This design comes from an exercise in tuning for a short achievable clock period and few clock cycles on the open sky130 flow, not from production work.
The RTL was checked by simulation tests, not by an equivalence proof against the original design.
Power and IR drop assume default switching activity.

==> harbor: inputs <==
==> flow/design.v <==
module adder(
	input [63:0] a,
	input [63:0] b,
	output reg [63:0] out
);
always @(*)
begin
  out = a + b;
end
endmodule
module branch_unit(
	input  [63:0] a,
	input  [63:0] b,
	input         ge_sel,
	input         br,
	input         pred,
	input         far,
	output        taken,
	output        redirect
);
wire eq = a == b;
wire ge = $signed(a) >= $signed(b);
assign taken    = ge_sel ? ge : eq;
assign redirect = br & ((taken ^ pred) | far);
endmodule
module instruction_parser(
	input [31:0] ins,
	output [6:0] opcode,
	output [4:0] rd,
	output [2:0] func3,
	output [4:0] rs1,
	output [4:0] rs2,
	output [6:0] func7
);
assign opcode = ins[6:0];
assign rd = ins[11:7];
assign func3 = ins[14:12];
assign rs1 = ins[19:15];
assign rs2 = ins[24:20];
assign func7 = ins[31:25];
endmodule
module Control_Unit
(
    input [6:0] Opcode,
    output reg [1:0] ALUOp,
    output reg Branch,MemRead,MemtoReg,MemWrite,ALUSrc,Regwrite
);
always @(*)
begin
    case (Opcode)
    7'b0110011:
        begin
        ALUSrc = 1'b0;
        MemtoReg = 1'b0;
        Regwrite = 1'b1;
        MemRead = 1'b0;
        MemWrite = 1'b0;
        Branch = 1'b0;
        ALUOp = 2'b10;
        end
    7'b0000011:
        begin
        ALUSrc = 1'b1;
        MemtoReg = 1'b1;
        Regwrite = 1'b1;
        MemRead = 1'b1;
        MemWrite = 1'b0;
        Branch = 1'b0;
        ALUOp = 2'b00;
        end
    7'b0100011:
        begin
        ALUSrc = 1'b1;
        MemtoReg = 1'b0;
        Regwrite = 1'b0;
        MemRead = 1'b0;
        MemWrite = 1'b1;
        Branch = 1'b0;
        ALUOp = 2'b00;
        end
    7'b1100011:
        begin
        ALUSrc = 1'b0;
        MemtoReg = 1'b0;
        Regwrite = 1'b0;
        MemRead = 1'b0;
        MemWrite = 1'b0;
        Branch = 1'b1;
        ALUOp = 2'b01;
        end
	7'b0_01_00_11 : 
		begin
		ALUSrc = 1;
		MemtoReg = 0;
		Regwrite = 1;
		MemRead = 0;
		MemWrite = 0;
		Branch = 0;
		ALUOp = 2'b00;
		end
	default :
		begin
		ALUSrc = 1'b0;
		MemtoReg = 1'b0;
		Regwrite = 1'b0;
		MemRead = 1'b0;
		MemWrite = 1'b0;
		Branch = 1'b0;
		ALUOp = 2'b00;
		end
    endcase
end
endmodule
module sign_x(
	input  [63:0] a,
	input  [63:0] b,
	input         cin,
	input         and_op,
	input         or_op,
	output        s
);
wire [63:0] sum = a + b + {63'd0, cin};
assign s = and_op ? (a[63] & b[63]) : or_op ? (a[63] | b[63]) : sum[63];
endmodule
module inc64(
	input  [63:0] a,
	output [63:0] y,
	output [50:0] hp,
	output [50:0] hm
);
assign y  = a + 64'd4;
assign hp = a[63:13] + 51'd1;
assign hm = a[63:13] - 51'd1;
endmodule
module alu_64(
	input  [63:0] a,
	input  [63:0] b,
	input         sub,
	input         and_op,
	input         or_op,
	output [63:0] res
);
wire [64:0] s = {a, 1'b1} + {b, sub};
assign res = and_op ? (a & b) : or_op ? (a | b) : s[64:1];
endmodule
module rf_read(
	input  [4:0]   rs,
	input  [247:0] rf,       
	output [7:0]   rd
);
wire [3:0] lo = 4'b1 << rs[1:0];
wire [7:0] hi = 8'b1 << rs[4:2];
reg  [7:0] grp [0:7];
reg  [7:0] v;
integer i, j;
always @(*) begin
	for (i = 0; i < 8; i = i + 1) begin
		grp[i] = 8'd0;
		for (j = 0; j < 4; j = j + 1)
			if (i*4+j > 0)
				grp[i] = grp[i] | ({8{lo[j]}} & rf[8*(i*4+j-1) +: 8]);
	end
	v = 8'd0;
	for (i = 0; i < 8; i = i + 1)
		v = v | ({8{hi[i]}} & grp[i]);
end
assign rd = v;
endmodule
module fetch_next(
	input  [63:0] pc,
	input  [31:0] ir,
	input  [50:0] hip,        
	input  [50:0] him,        
	output [12:0] lo,
	output [50:0] hi,
	output        far
);
wire [12:0] off = {ir[31], ir[7], ir[30:25], ir[11:8], 1'b0};
reg  [12:0] kg, kp;
integer d, j;
always @(*) begin
	kg = pc[12:0] & off;
	kp = pc[12:0] ^ off;
	for (d = 1; d < 13; d = d * 2)
		for (j = 12; j >= d; j = j - 1) begin
			kg[j] = kg[j] | (kp[j] & kg[j-d]);
			kp[j] = kp[j] & kp[j-d];
		end
end
assign lo  = (pc[12:0] ^ off) ^ {kg[11:0], 1'b0};
assign far = kg[12] != ir[31];
assign hi  = far ? (ir[31] ? him : hip) : pc[63:13];
endmodule
module RISC_V_Processor(
	input clk,
	input reset,
	output [63:0] imem_addr,
	input  [31:0] imem_data,
	output [63:0] dmem_addr,
	output [63:0] dmem_wdata,
	output        dmem_we,
	output        dmem_re,
	input  [63:0] dmem_rdata
);
reg  [63:0] pc_f;    
reg  [63:0] pc_i;    
reg  [63:0] a_x, b_x, o2_x, tgt_x, seq_x;
reg  [4:0]  rd_x;
reg         wr_x, ld_x, st_x, br_x, pred_x, far_x, ge_x;
reg         sub_x, and_x, or_x;
reg  [63:0] res_m, ad_m, wd_m;
reg  [4:0]  rd_m;
reg         wr_m, we_m, re_m;
reg  [63:0] rf [31:1];
wire redirect;
wire sgn_x;
wire loaduse;
wire [63:0] res;
wire [63:0] alt;
assign imem_addr = pc_f;
wire [31:0] ir = imem_data;
wire [6:0] op  = ir[6:0];
wire [4:0] rd  = ir[11:7];
wire [2:0] f3  = ir[14:12];
wire [4:0] rs1 = ir[19:15];
wire [4:0] rs2 = ir[24:20];
wire is_r  = op == 7'b0110011;
wire is_i  = op == 7'b0010011;
wire is_ld = op == 7'b0000011;
wire is_st = op == 7'b0100011;
wire is_br = op == 7'b1100011;
wire wr_f  = (is_r | is_i | is_ld) & (rd != 5'd0);
wire u1_f  = is_r | is_i | is_ld | is_st | is_br;
wire u2_f  = is_r | is_st | is_br;
wire sub_f = is_r & ( ir[30] & (f3 == 3'b000));
wire imm_sel = is_i | is_ld | is_st;
wire pred_f, far_f;
wire [63:0] seq_f, pc_next;
wire [63:0] val_m = re_m ? dmem_rdata : res_m;
wire fw1 = wr_x & (rd_x == rs1);
wire fw2 = wr_x & (rd_x == rs2);
wire by1 = wr_m & (rd_m == rs1);
wire by2 = wr_m & (rd_m == rs2);
wire bgez_f = is_br & f3[2] & (rs2 == 5'd0);
wire known_f = bgez_f & ((fw1 & ~ld_x) | (~fw1 & by1));
wire sign_f  = fw1 ? sgn_x : val_m[63];
wire [63:0] tgt_f, nt_f;
wire [50:0] hip_f, him_f, hi_f;
wire [12:0] lo_f;
wire spred_f;
inc64 inc(.a(pc_i), .y(seq_f), .hp(hip_f), .hm(him_f));
fetch_next nxt(
	.pc(pc_i), .ir(ir), .hip(hip_f), .him(him_f), .lo(lo_f), .hi(hi_f), .far(far_f)
);
assign tgt_f   = {pc_i[63:13], lo_f};
assign spred_f = is_br & (ir[31] | (rs1 == rs2));
assign nt_f    = loaduse ? pc_i : spred_f ? tgt_f : seq_f;
assign pred_f = known_f ? ~sign_f : spred_f;
assign pc_next = redirect ? alt : known_f ? (sign_f ? seq_f : tgt_f) : nt_f;
wire [247:0] rf_sl [0:7];
genvar gi, gs;
generate
	for (gs = 0; gs < 8; gs = gs + 1) begin : g_sl
		for (gi = 1; gi < 32; gi = gi + 1) begin : g_rf
			assign rf_sl[gs][8*(gi-1) +: 8] = rf[gi][8*gs +: 8];
		end
	end
endgenerate
wire [63:0] src1, src2, o2_f;
wire [63:0] imm_i = {{52{ir[31]}}, ir[31:20]};
wire [63:0] imm_s = {{52{ir[31]}}, ir[31:25], ir[11:7]};
wire [63:0] imm_f = is_st ? imm_s : imm_i;
wire [63:0] rd1, rd2;
generate
	for (gs = 0; gs < 8; gs = gs + 1) begin : g_rd
		rf_read rp1(.rs(rs1), .rf(rf_sl[gs]), .rd(rd1[8*gs +: 8]));
		rf_read rp2(.rs(rs2), .rf(rf_sl[gs]), .rd(rd2[8*gs +: 8]));
	end
endgenerate
wire [63:0] oth1 = by1 ? val_m : rd1;
wire [63:0] oth2 = by2 ? val_m : rd2;
assign src1 = fw1 ? res : oth1;
assign src2 = fw2 ? res : oth2;
wire fwo2 = fw2 & ~imm_sel;
assign o2_f = fwo2 ? (res ^ {64{sub_f}}) : imm_sel ? imm_f : (oth2 ^ {64{sub_f}});
assign loaduse = ld_x & ((u1_f & (rs1 == rd_x)) | (u2_f & (rs2 == rd_x)));
wire go = ~redirect & ~loaduse;
always @(posedge clk)
	if (reset)
		pc_f <= 64'd0;
	else
		pc_f <= pc_next;
always @(posedge clk or posedge reset)
	if (reset)
		pc_i <= 64'd0;
	else
		pc_i <= pc_next;
always @(posedge clk or posedge reset)
	if (reset) begin
		wr_x <= 1'b0; ld_x <= 1'b0; st_x <= 1'b0; br_x <= 1'b0;
	end else begin
		wr_x <= go & wr_f;
		ld_x <= go & is_ld & wr_f;
		st_x <= go & is_st;
		br_x <= go & is_br;
	end
always @(posedge clk) begin
	a_x    <= src1;
	b_x    <= src2;
	o2_x   <= o2_f;
	tgt_x  <= {hi_f, lo_f};
	seq_x  <= seq_f;
	rd_x   <= rd;
	pred_x <= pred_f;
	far_x  <= pred_f & far_f;
	ge_x   <= f3[2];
	sub_x  <= sub_f;
	and_x  <= is_r & (~ir[30] & (f3 == 3'b111));
	or_x   <= is_r & (~ir[30] & (f3 == 3'b110));
end
alu_64 alu(
	.a(a_x), .b(o2_x), .sub(sub_x), .and_op(and_x), .or_op(or_x), .res(res)
);
sign_x sgn(
	.a(a_x), .b(o2_x), .cin(sub_x), .and_op(and_x), .or_op(or_x), .s(sgn_x)
);
wire taken;
branch_unit bru(
	.a(a_x), .b(b_x), .ge_sel(ge_x), .br(br_x), .pred(pred_x), .far(far_x),
	.taken(taken), .redirect(redirect)
);
assign alt = taken ? tgt_x : seq_x;
always @(posedge clk or posedge reset)
	if (reset) begin
		wr_m <= 1'b0;
	end else begin
		wr_m <= wr_x;
	end
always @(posedge clk)
	if (reset) begin
		we_m <= 1'b0; re_m <= 1'b0; ad_m <= 64'd0;
	end else begin
		we_m <= st_x; re_m <= ld_x; ad_m <= res;
	end
always @(posedge clk) begin
	res_m <= res;
	wd_m  <= b_x;
	rd_m  <= rd_x;
end
assign dmem_addr  = ad_m;
assign dmem_wdata = wd_m;
assign dmem_we    = we_m;
assign dmem_re    = re_m;
always @(posedge clk)
	if (wr_m)
		rf[rd_m] <= val_m;
endmodule
==> flow/flow/run.sh <==
#!/bin/bash
# The standard layout, with these changes to how hard it optimises:
#  - ABC maps with its delay-oriented 'map' (flow/abc_speed.script) in place
#    of ORFS's default speed script; the rest of ORFS's scripts are copied as
#    they are
#  - no full-adder extraction (ADDER_MAP_FILE empty), so ABC maps the adders
#  - repair_timing aims well below the clock period (a larger setup margin)
#  - the port buffers are plain buffers (buf_4) rather than the default pick
# The clock, the SDC and the rest of the flow are the standard flow's.
set -euo pipefail
rm -rf scripts_abc
cp -r "$FLOW_HOME/scripts" scripts_abc
cp flow/abc_speed.script scripts_abc/abc_speed.script
bash standard.sh "SCRIPTS_DIR=$PWD/scripts_abc" ADDER_MAP_FILE= SETUP_SLACK_MARGIN=9 \
	"BUFFER_PORTS_ARGS=-buffer_cell sky130_fd_sc_hd__buf_4" finish > standard_flow.log 2>&1
==> flow/flow/abc_speed.script <==
&get -n
&st
&dch
&put
map -D 300
buffer -c
topo
stime -c
upsize -c -D 300
dnsize -c -D 300
==> flow/standard.sh <==
#!/bin/bash
# synth_recipe.tcl (not shown) runs the flow's synth.tcl, then flattens the netlist and writes it again
# the make line also repeats each setting of config.mk as NAME=value (left out here)
make -C /OpenROAD-flow-scripts/flow DESIGN_CONFIG=/design/flow/config.mk WORK_HOME=/design/flow/orfs CLKGATE_MAP_FILE= SYNTH_SCRIPT=/design/flow/synth_recipe.tcl "${@:-finish}"
==> flow/config.mk <==
export PLATFORM = sky130hd
export DESIGN_NAME = RISC_V_Processor
export DESIGN_NICKNAME = RISC_V_Processor
export VERILOG_FILES = /design/flow/design.v
export SDC_FILE = /design/flow/constraint.sdc
export NUM_CORES = 4
export LEC_CHECK = 0
export CAP_MARGIN = 20
export CORE_MARGIN = 2
export CORE_UTILIZATION = 50
export CTS_CLUSTER_DIAMETER = 100
export CTS_CLUSTER_SIZE = 20
export PLACE_DENSITY = 0.62
export SETUP_SLACK_MARGIN = 1.5
export SLEW_MARGIN = 20
export SYNTH_HIERARCHICAL = 1
==> flow/constraint.sdc <==
create_clock -name core_clock -period 13.0 [get_ports {clk}]
set_input_delay 2.6000 -clock core_clock [delete_from_list [all_inputs] [get_ports {clk}]]
set_output_delay 2.6000 -clock core_clock [all_outputs]
set_load 0.01 [all_outputs]
==> indigo (differences from harbor) <==
--- a/flow/design.v
+++ b/flow/design.v
@@ -25,2 +25,16 @@
 endmodule
+module mux4oh(
+	input  [3:0]  s,
+	input  [63:0] d0, d1, d2, d3,
+	output [63:0] y
+);
+assign y = ({64{s[0]}} & d0) | ({64{s[1]}} & d1) | ({64{s[2]}} & d2) | ({64{s[3]}} & d3);
+endmodule
+module mux2_64(
+	input         s,
+	input  [63:0] d0, d1,
+	output [63:0] y
+);
+assign y = s ? d1 : d0;
+endmodule
 module instruction_parser(
@@ -116,9 +130,6 @@
 	input  [63:0] b,
-	input         cin,
-	input         and_op,
-	input         or_op,
 	output        s
 );
-wire [63:0] sum = a + b + {63'd0, cin};
-assign s = and_op ? (a[63] & b[63]) : or_op ? (a[63] | b[63]) : sum[63];
+wire [63:0] sum = a + b;
+assign s = sum[63];
 endmodule
@@ -137,3 +148,4 @@
 	input  [63:0] b,
-	input         sub,
+	input         add_op,
+	input         sub_op,
 	input         and_op,
@@ -142,4 +154,6 @@
 );
-wire [64:0] s = {a, 1'b1} + {b, sub};
-assign res = and_op ? (a & b) : or_op ? (a | b) : s[64:1];
+wire [63:0] s = a + b;
+wire [63:0] d = a - b;
+assign res = ({64{add_op}} & s) | ({64{sub_op}} & d) |
+             ({64{and_op}} & (a & b)) | ({64{or_op}} & (a | b));
 endmodule
@@ -209,3 +223,3 @@
 reg         wr_x, ld_x, st_x, br_x, pred_x, far_x, ge_x;
-reg         sub_x, and_x, or_x;
+reg         add_x, sub_x, and_x, or_x;
 reg  [63:0] res_m, ad_m, wd_m;
@@ -236,2 +250,4 @@
 wire imm_sel = is_i | is_ld | is_st;
+wire and_f = is_r & (~ir[30] & (f3 == 3'b111));
+wire or_f  = is_r & (~ir[30] & (f3 == 3'b110));
 wire pred_f, far_f;
@@ -244,5 +260,5 @@
 wire bgez_f = is_br & f3[2] & (rs2 == 5'd0);
-wire known_f = bgez_f & ((fw1 & ~ld_x) | (~fw1 & by1));
+wire known_f = bgez_f & ((fw1 & add_x & ~ld_x) | (~fw1 & by1));
 wire sign_f  = fw1 ? sgn_x : val_m[63];
-wire [63:0] tgt_f, nt_f;
+wire [63:0] tgt_f;
 wire [50:0] hip_f, him_f, hi_f;
@@ -256,5 +272,13 @@
 assign spred_f = is_br & (ir[31] | (rs1 == rs2));
-assign nt_f    = loaduse ? pc_i : spred_f ? tgt_f : seq_f;
-assign pred_f = known_f ? ~sign_f : spred_f;
-assign pc_next = redirect ? alt : known_f ? (sign_f ? seq_f : tgt_f) : nt_f;
+assign pred_f  = known_f ? ~sign_f : spred_f;
+wire nrr    = ~reset & ~redirect;
+wire s_hold = nrr & loaduse;
+wire s_tgt  = nrr & ~loaduse & (known_f ? ~sign_f : spred_f);
+wire s_seq  = nrr & ~loaduse & (known_f ?  sign_f : ~spred_f);
+wire [63:0] pc_in;
+mux4oh pcm(
+	.s({1'b0, s_seq, s_tgt, s_hold}),
+	.d0(pc_i), .d1(tgt_f), .d2(seq_f), .d3(64'd0), .y(pc_in)
+);
+mux2_64 pcr(.s(redirect & ~reset), .d0(pc_in), .d1(alt), .y(pc_next));
 wire [247:0] rf_sl [0:7];
@@ -279,8 +303,14 @@
 endgenerate
-wire [63:0] oth1 = by1 ? val_m : rd1;
-wire [63:0] oth2 = by2 ? val_m : rd2;
-assign src1 = fw1 ? res : oth1;
-assign src2 = fw2 ? res : oth2;
-wire fwo2 = fw2 & ~imm_sel;
-assign o2_f = fwo2 ? (res ^ {64{sub_f}}) : imm_sel ? imm_f : (oth2 ^ {64{sub_f}});
+mux4oh m1(
+	.s({1'b0, ~fw1 & ~by1, ~fw1 & by1, fw1}),
+	.d0(res), .d1(val_m), .d2(rd1), .d3(64'd0), .y(src1)
+);
+mux4oh m2(
+	.s({1'b0, ~fw2 & ~by2, ~fw2 & by2, fw2}),
+	.d0(res), .d1(val_m), .d2(rd2), .d3(64'd0), .y(src2)
+);
+mux4oh mo(
+	.s({~imm_sel & ~fw2 & ~by2, ~imm_sel & ~fw2 & by2, imm_sel, ~imm_sel & fw2}),
+	.d0(res), .d1(imm_f), .d2(val_m), .d3(rd2), .y(o2_f)
+);
 assign loaduse = ld_x & ((u1_f & (rs1 == rd_x)) | (u2_f & (rs2 == rd_x)));
@@ -288,6 +318,3 @@
 always @(posedge clk)
-	if (reset)
-		pc_f <= 64'd0;
-	else
-		pc_f <= pc_next;
+	pc_f <= pc_next;
 always @(posedge clk or posedge reset)
@@ -317,10 +344,12 @@
 	sub_x  <= sub_f;
-	and_x  <= is_r & (~ir[30] & (f3 == 3'b111));
-	or_x   <= is_r & (~ir[30] & (f3 == 3'b110));
+	and_x  <= and_f;
+	or_x   <= or_f;
+	add_x  <= ~sub_f & ~and_f & ~or_f;
 end
 alu_64 alu(
-	.a(a_x), .b(o2_x), .sub(sub_x), .and_op(and_x), .or_op(or_x), .res(res)
+	.a(a_x), .b(o2_x), .add_op(add_x), .sub_op(sub_x), .and_op(and_x), .or_op(or_x),
+	.res(res)
 );
 sign_x sgn(
-	.a(a_x), .b(o2_x), .cin(sub_x), .and_op(and_x), .or_op(or_x), .s(sgn_x)
+	.a(a_x), .b(o2_x), .s(sgn_x)
 );
==> summary.txt <==
harbor went through all stages and came out clean. indigo finished clean. Of harbor and indigo, indigo has the higher clock skew (gap 22 ps). In harbor the flip-flop and latch count is lower than in indigo, by 1. Of indigo and harbor, harbor has the higher utilization (gap 2.6 points). In indigo the power is higher than in harbor, by about 0.25%. First-iteration DRC count: indigo is smaller than harbor (2.8%). Final cell count: harbor is lower than indigo (2.6%). Wire length: harbor is smaller than indigo (2.0%).
Testbench counts of harbor, summed over its fixed seeds: cycles 62,850.
Testbench counts of indigo, summed over its fixed seeds: cycles 62,850.

[port drivers added, routing unchanged]
The results above use ideal ports. As a check the final layouts listed here were re-extracted and re-timed, cells and wires unchanged. Step 1 (the two cells are an assumption about what drives the block):
set clk [get_ports {clk}]
set_driving_cell -lib_cell sky130_fd_sc_hd__clkbuf_16 $clk
set_driving_cell -lib_cell sky130_fd_sc_hd__buf_2 [delete_from_list [all_inputs] $clk]
Step 2, shift: input delay + t, output delay - t, t = (earliest + latest rising clock arrival at the registers) / 2. This alone moves slack from input paths to output paths. Three values: no drivers, after step 1, after step 2; two values: the first two.
run	shift t [ns]	setup slack, ns	worst setup path at the end	cell pins on the clock port's net
harbor	1.016	8.703 / 8.469 / 7.453	input to register	1
indigo	1.027	8.799 / 8.588 / 7.561	input to register	1
After both steps setup and hold are still met in every run listed. The setup slack of harbor, which loses most, moves by -0.234 ns with the drivers and by -1.250 ns with both steps.
